From an optimization exercise on the open Yosys and OpenROAD flow, aimed at small area; shortcuts taken in it are not production practice.
In this exercise RTL edits were held to simulation tests only and were not proved equivalent to the original.
Power is estimated from default activity; no workload was simulated.

### flow/config.mk
export PLATFORM = sky130hd
export DESIGN_NAME = Top
export DESIGN_NICKNAME = Top
export VERILOG_FILES = /design/flow/design.v
export SDC_FILE = /design/flow/constraint.sdc
export NUM_CORES = 4
export LEC_CHECK = 0
export CAP_MARGIN = 20
export CORE_MARGIN = 2
export CORE_UTILIZATION = 40
export SLEW_MARGIN = 20
### flow/constraint.sdc
create_clock -name core_clock -period 6.0 [get_ports {Clk}]
set_input_delay 1.2000 -clock core_clock [delete_from_list [all_inputs] [get_ports {Clk}]]
set_output_delay 1.2000 -clock core_clock [all_outputs]
set_load 0.01 [all_outputs]
### flow/design.v
`timescale 1ns / 1ps
module FIFO #(parameter DEPTH = 16, 
parameter WIDTH = 3, 
parameter PTR_LEN = 4)(
    input   Clock,
    input   read_en,
    input   write_en,
    input   [WIDTH-1:0] write_data,
    input   reset,
    output  reg [WIDTH-1:0] read_data,
    output  fifo_full,
    output  fifo_empty
    );
reg [WIDTH-1:0] memory [0:DEPTH-1];
reg [PTR_LEN-1:0]read_ptr;
reg [PTR_LEN-1:0]write_ptr;
always @(posedge Clock)
begin
    if(reset == 1)
    begin
        read_data <= 0;
        read_ptr <= 0;
    end  
    else if(read_en == 1 && fifo_empty == 0)
    begin
        read_data <= memory[read_ptr];
        read_ptr <= read_ptr + 1;
    end
end
always @(posedge Clock)
begin
    if(reset == 1)
    begin
        write_ptr <= 0;
    end
    else if(write_en == 1 && fifo_full == 0)
    begin
        memory[write_ptr] <= write_data;
        write_ptr <= write_ptr + 1;
    end
end
assign fifo_empty = (read_ptr==write_ptr);
assign fifo_full  = ((write_ptr + 1'b1) == read_ptr);
endmodule
`timescale 1ns / 1ps
module LUT #(
    parameter DEPTH = 16,   
    parameter PTR_LEN = 4,
    parameter SCAN_LINES = 2,   
    parameter file_A_LUT = "Transducer_A.mem", 
    parameter file_B_LUT = "Transducer_B.mem"
)(    
    input Clk, 
    input reset, 
    input fifo_empty_A_in,
    input fifo_empty_B_in,
    input read_en_fifo_A_in, 
    input read_en_fifo_B_in, 
    output reg [PTR_LEN-1:0] transducer_A_focal_point_out, 
    output reg [PTR_LEN-1:0] transducer_B_focal_point_out
    );
reg [PTR_LEN-1:0] transducer_A_focal_point_array [DEPTH-1:0]; 
reg [PTR_LEN-1:0] transducer_B_focal_point_array [DEPTH-1:0]; 
initial begin 
    $readmemh("Transducer_A.mem", transducer_A_focal_point_array); 
    $readmemh("Transducer_B.mem", transducer_B_focal_point_array);
end
reg [PTR_LEN-1:0] fifo_index;
always @ (posedge Clk) begin
    if(reset) begin 
        transducer_A_focal_point_out <= 0;
        transducer_B_focal_point_out <= 0;
        fifo_index <= 0;
    end
    else begin 
        if ((!(fifo_empty_A_in|fifo_empty_B_in))&(read_en_fifo_A_in & read_en_fifo_B_in)) begin
            transducer_A_focal_point_out <= transducer_A_focal_point_array[fifo_index];
            transducer_B_focal_point_out <= transducer_B_focal_point_array [fifo_index];
            fifo_index <= fifo_index + 1;
        end 
    end
end
endmodule
`timescale 1ns / 1ps
module Adder_store#(
    parameter DEPTH = 16, 
    parameter WIDTH = 3, 
    parameter PTR_LEN = 4)(
    input [PTR_LEN-1:0] transducer_A_focal_point_in, 
    input [PTR_LEN-1:0] transducer_B_focal_point_in,
    input Clk, 
    input reset, 
    input [WIDTH-1:0] fifo_A_in,  
    input [WIDTH-1:0] fifo_B_in,
    input read_en_fifo_A, 
    input read_en_fifo_B, 
    input [PTR_LEN-1:0] focal_point,
    input fifo_empty_A_in, 
    input fifo_empty_B_in,
    output reg [PTR_LEN-1:0] output_data
    );
integer i; 
reg [PTR_LEN-1:0] image_storage [DEPTH-1:0]; 
reg extra_clock;
always @ (posedge Clk) begin
    if(reset) begin 
        output_data <= 0; 
        extra_clock <= 0; 
        for (i = 0; i < DEPTH; i = i + 1) begin 
            image_storage [i] <= 4'b0000; 
        end
    end 
    else begin 
        if (!extra_clock & (read_en_fifo_A & read_en_fifo_B)) begin 
            if(!(fifo_empty_A_in|fifo_empty_B_in)) begin
                image_storage [transducer_A_focal_point_in] = image_storage [transducer_A_focal_point_in] + fifo_A_in; 
                image_storage [transducer_B_focal_point_in] = image_storage [transducer_B_focal_point_in] + fifo_B_in;
                output_data <= image_storage [focal_point];
            end
            else begin 
                extra_clock <= extra_clock + 1;
                image_storage [transducer_A_focal_point_in] = image_storage [transducer_A_focal_point_in] + fifo_A_in; 
                image_storage [transducer_B_focal_point_in] = image_storage [transducer_B_focal_point_in] + fifo_B_in;
                output_data <= image_storage [focal_point];
            end
        end
    end
end
endmodule
`timescale 1ns / 1ps
module Top #(
    parameter DEPTH = 16,   
    parameter PTR_LEN = 4,
    parameter WIDTH = 3, 
    parameter SCAN_LINES = 2,   
    parameter file_A_LUT = "Transducer_A.mem", 
    parameter file_B_LUT = "Transducer_B.mem"
)(
    input Clk, 
    input [PTR_LEN-1:0] focal_point, 
    input read_en_fifo_A, 
    input write_en_fifo_A, 
    input read_en_fifo_B, 
    input write_en_fifo_B,
    input [WIDTH-1:0] write_data_fifo_A,
    input [WIDTH-1:0] write_data_fifo_B,
    input reset, 
    output [WIDTH+1:0] output_data, 
    output fifo_A_empty, 
    output fifo_B_empty, 
    output fifo_B_full, 
    output fifo_A_full 
    );
wire [PTR_LEN-1:0] transducer_A_focal_point_LUT_to_Adder; 
wire [PTR_LEN-1:0] transducer_B_focal_point_LUT_to_Adder; 
wire [WIDTH-1:0] read_data_fifo_A_to_Adder; 
wire [WIDTH-1:0] read_data_fifo_B_to_Adder; 
LUT #(.DEPTH(DEPTH), .PTR_LEN(PTR_LEN), .SCAN_LINES(SCAN_LINES), .file_A_LUT(file_A_LUT), .file_B_LUT(file_B_LUT)) lut (
    Clk, 
    reset, 
    fifo_A_empty, 
    fifo_B_empty, 
    read_en_fifo_A, 
    read_en_fifo_B, 
    transducer_A_focal_point_LUT_to_Adder, 
    transducer_B_focal_point_LUT_to_Adder
);
FIFO #(.DEPTH(DEPTH), .WIDTH(WIDTH), .PTR_LEN(PTR_LEN)) FIFO_A (
    .Clock(Clk),
    .read_en(read_en_fifo_A),
    .write_en(write_en_fifo_A), 
    .write_data(write_data_fifo_A), 
    .reset(reset), 
    .read_data(read_data_fifo_A_to_Adder),
    .fifo_full(fifo_A_full),
    .fifo_empty(fifo_A_empty)
);
FIFO #(.DEPTH(DEPTH), .WIDTH(WIDTH), .PTR_LEN(PTR_LEN)) FIFO_B (
    .Clock(Clk),
    .read_en(read_en_fifo_B),
    .write_en(write_en_fifo_B), 
    .write_data(write_data_fifo_B), 
    .reset(reset), 
    .read_data(read_data_fifo_B_to_Adder),
    .fifo_full(fifo_B_full),
    .fifo_empty(fifo_B_empty)
);
Adder_store #(.DEPTH(DEPTH), .WIDTH(WIDTH), .PTR_LEN(PTR_LEN)) Adder (
    transducer_A_focal_point_LUT_to_Adder, 
    transducer_B_focal_point_LUT_to_Adder, 
    Clk, 
    reset, 
    read_data_fifo_A_to_Adder,
    read_data_fifo_B_to_Adder,
    read_en_fifo_A, 
    read_en_fifo_B,
    focal_point, 
    fifo_A_empty, 
    fifo_B_empty, 
    output_data[PTR_LEN-1:0]
);
assign output_data[WIDTH+1:PTR_LEN] = 0;
endmodule
### flow/Transducer_A.mem
1
2
4
5
6
7
8
9
a
b
c
d
e
f
f
f
### flow/Transducer_B.mem
1
3
5
6
7
8
9
a
c
d
e
f
f
f
f
f
### flow/run.sh
#!/bin/bash
# synth_recipe.tcl (not shown) runs the flow's synth.tcl, then flattens the netlist and writes it again
# the make line also repeats each setting of config.mk as NAME=value (left out here)
make -C /OpenROAD-flow-scripts/flow DESIGN_CONFIG=/design/flow/config.mk WORK_HOME=/design/flow/orfs CLKGATE_MAP_FILE= SYNTH_SCRIPT=/design/flow/synth_recipe.tcl finish
==> results.txt <==
Req. time, crit path ~6.4 ns; post-route setup TNS 0 ns; largest net degree at the start of global routing 63; port bufs 23; max_slew headroom 0.299; layout cells sized above 1 0.128; Internal 0.00276 W; # DRC 0; switching power total 0.00189 W; crit path max fanout 16; synth top area cells edfxtp_1, dfxtp_1, nor2_1; r2r worst-path depth 22; total track usage 0.263; Ant. Diodes 0; vias in the first global route 9,913; Max-cap violations 0; Comb power frac 0.374; reg-to-reg setup timing slack around 0.43 ns; synthesized area roughly 0.012 sq mm; HP Class reg2reg; synthesized instance count 1,288; largest family of logic cells by synthesized area simple AND/OR/NAND/NOR gates; final hold vios 0; I/O pin cnt 25; f_max 0.179 GHz; final clock skew 0.0196 ns; Core Rows between 60 and 70; post-synthesis mux area share 0.112; asr flop ratio synth 0; Final Wtd Congestion roughly 1; Sw Share 0.406; Setup violations, final 0; Hold EP Adder.image_storage[10][0]; Cell variety after synth 85; global-route wire length before repair 61.3 mm; XOR/XNOR Fraction of Synth Area 0.0263; Worst Hold Depth 2; CP Class reg2reg; gr ovfl total 0; Pins Over Slew Limit 0; Mean Syn Cell Area between 9 and 10 sq um; DR iter-0 viols 1,249; routed length per instance approximately 24 microns; RSZ-0062 raised after global routing no; Post-Syn Nets 1,329; Worst VDD drop 412 uV; Final HPWL DP 28.5 mm; initial antenna violation count 0; DRT Wirelength just over 40 mm; Worst setup SP type flip-flop; P_leak 4.48 nW; TritonCTS clock tree yes; Crit. End Element flip-flop; Sink Count 199; power per cell area about 350 mW/mm^2; crit path DAT between 5 and 6 ns; reg2reg start lut.transducer_A_focal_point_out[1]; HP Start Adder.image_storage[10][0]; root buf cell clkbuf_16; status timing/DRC/antenna clean; drt pass-1 iters 8; Clk pwr share 0.262; Die ar. approximately 0.031 sq mm; antenna-violating nets left 0; ys flop type dfxtp_1; Die Span X 177 microns; Final Cycle Share 0.929; number of buffers created by CTS 17; synthesized flop and latch total 199; via/cell ratio between 6 and 7; Simple-Gate Fraction of Synth Area 0.200; via count about 10,000; min cycle time layout around 5.6 ns; post-synthesis compound-gate area fraction 0.171; Area Overhead vs Synth 11.3%; yosys warns 4; largest area contributor in the netlist edfxtp_1; power share of the sequential group 0.364; initial core utilization 0.405; die height 177 microns; Clk Latency, worst-skew pair between 0.4 and 0.5 ns; core area 0.0295 sq mm; R2R Path End Adder.output_data[1]; Final #Nets between 1,000 and 1,500; postcts setup bufs 0; adder-cell share of the synthesized area 0.0275; number of synthesized flops with an enable pin 96; hold_buf cts 0; sequential share of the synthesized area 0.414; Worst-path clk slew 0.09 ns; Synth top area share 0.241; WHS about 0.49 ns; clock buffer depth 2; H-tree level count 4; Setup crit start lut.transducer_A_focal_point_out[1]; Worst-Margin Slew approximately 1.0 ns
power groups by stage:
stage | Combinational [W] | Clock [W] | Sequential (W)
3_3_place_gp | 0.00169 | 0 | 0.00172
5_1_grt | 0.00187 | 0.00129 | 0.00172
3_5_place_dp | 0.00168 | 0 | 0.00173
6_report | 0.00174 | 0.00122 | 0.00170
4_1_cts | 0.00169 | 0.00124 | 0.00169
2_1_floorplan | 0.00127 | 0 | 0.00159
cells in the mapped netlist (5+ instances only):
cell,instances
nor2_1,195
nand2_1,104
dfxtp_1,103
edfxtp_1,96
clkbuf_1,89
a21oi_1,73
o21ai_0,63
mux2i_1,60
a211oi_1,35
nand3_1,35
mux4_2,31
nor3_1,30
a22oi_1,29
o22ai_1,28
ha_1,23
inv_1,23
nand2b_1,22
xnor2_1,22
nand4_1,18
xor2_1,12
buf_1,11
nor4_1,10
buf_2,9
nor2b_1,9
a32oi_1,8
a221oi_1,7
a31oi_1,7
or2_2,7
a21o_1,6
nand3b_1,6
nand4b_1,6
a22o_1,5
buf_4,5
or3_1,5
sequential cells by signal, indices dropped and copies added (netlist names):
register	count
Adder.image_storage	64
FIFO_A.memory	48
FIFO_B.memory	48
Adder.output_data	4
FIFO_A.read_ptr	4
FIFO_A.write_ptr	4
FIFO_B.read_ptr	4
FIFO_B.write_ptr	4
lut.fifo_index	4
lut.transducer_A_focal_point_out	4
lut.transducer_B_focal_point_out	4
FIFO_A.read_data	3
FIFO_B.read_data	3
Adder.extra_clock	1
cells by family (layout without fill, tap and decap cells):
group / count (synthesis) / count (layout)
muxes: 94 / 94
xor gates and xnor gates: 35 / 35
and+or+nand+nor: 486 / 486
DFF: 199 / 199
adders and majority gates: 25 / 25
other: 1 / 1
buffers and inverters: 141 / 141
AOI/OAI and AO/OA: 307 / 307
layout make-up:
type                       count  area, sq um
timing repair buffer          86          701
clock inverter                15          194
inverter                      23         86.3
sequential                   199         4950
multi-input combinational    948         6440
fill                        2867        16200
tap                          390          488
clock buffer                  17          425
stage by stage:
stage	instances	cell area [sq um]	setup slack [ns]	total power (W)	util
final	1678	13300	0.428	0.00465	0.451
after floorplan	1288	11900	0.677	0.00286	-
after global routing	1678	13300	0.00342	0.00489	0.451
after global placement	1646	12600	0.323	0.00341	0.429
after CTS	1678	13300	0.161	0.00463	0.450
after detailed placement	1646	12600	0.193	0.00341	0.429
worst max-delay path, cell delays in order, from the launching register on:
cell	delay, ns
dfxtp_4	0.41
buf_4	0.18
nor4b_2	0.56
a22oi_1	0.14
nand4_1	0.13
o22a_1	0.14
ha_1	0.17
inv_1	0.07
fa_2	0.61
nand2_1	0.10
o21ai_0	0.13
o22ai_1	0.20
a221oi_1	0.07
and3_1	0.25
a22oi_1	0.27
inv_1	0.11
fa_1	0.68
buf_4	0.21
mux2i_1	0.10
and4_1	0.21
a2111oi_0	0.37
o2111a_1	0.25
a21oi_1	0.06
worst max-delay path by stage:
| stage | to | slack (ns) |
|---|---|---|
| 2_1_floorplan | Adder.output_data[2] | 0.68 |
| 6_report | Adder.output_data[1] | 0.43 |
| 3_3_place_gp | Adder.output_data[1] | 0.32 |
| 4_1_cts | Adder.output_data[1] | 0.16 |
| 5_1_grt | Adder.output_data[2] | 0.003 |
| 3_5_place_dp | Adder.output_data[2] | 0.19 |
timing repair:
| action | CTS | global route |
|---|---|---|
| resized for setup | 0 | 8 |
| endpoints found under the setup margin | 0 | 18 |
| endpoints found under the hold margin | 0 | 0 |
cells in the final DEF (no fill, tap or decap), types with 5 or more instances in the layout:
cell type        instances
inv_1                   23
a31oi_1                  7
nand4b_1                 6
or3_1                    5
mux4_2                  31
nand4_1                 18
nor3_1                  30
clkbuf_16               17
xor2_1                  12
a32oi_1                  8
nor2_1                 194
xnor2_1                 22
nand3_1                 35
nor2b_1                  9
clkdlybuf4s50_1         22
a211oi_1                35
a22oi_1                 29
mux2i_1                 60
buf_4                   64
o22ai_1                 28
nor4_1                  10
o21ai_0                 63
a22o_1                   5
a221oi_1                 7
a21oi_1                 73
dfxtp_1                 99
nand3b_1                 6
nand2_1                104
or2_2                    7
a21o_1                   6
nand2b_1                22
ha_1                    23
edfxtp_1                96
layer usage:
metal	vias up	GRT usage	wire length [microns]
met5	-	0	0
met4	0	0.136	2060
met3	153	0.0668	3970
met2	560	0.399	17900
met1	5009	0.347	16600
li1	4745	-	-

[port drivers added, routing unchanged]
The results above use ideal ports. As a check the final layout listed here was re-extracted and re-timed, cells and wires unchanged.
Step 1 assumes that a clkbuf_16 drives the clock port and a buf_2 every other input.
Step 2 times the ports against the registers' clock, not the clock port: input delays grow and output delays shrink by t, the midpoint of the rising clock arrivals with the driver on.
Slacks: ideal / step 1 / step 2; pairs: ideal / step 1.
t (ns): 0.515
slack for setup (ns): 0.428 / 0.428 / 0.428
cell pins on the clock port's net: 1
After both steps this run still meets setup and hold. For this run, drivers alone change the setup slack by 0.000 ns; drivers and shift together by 0.000 ns.
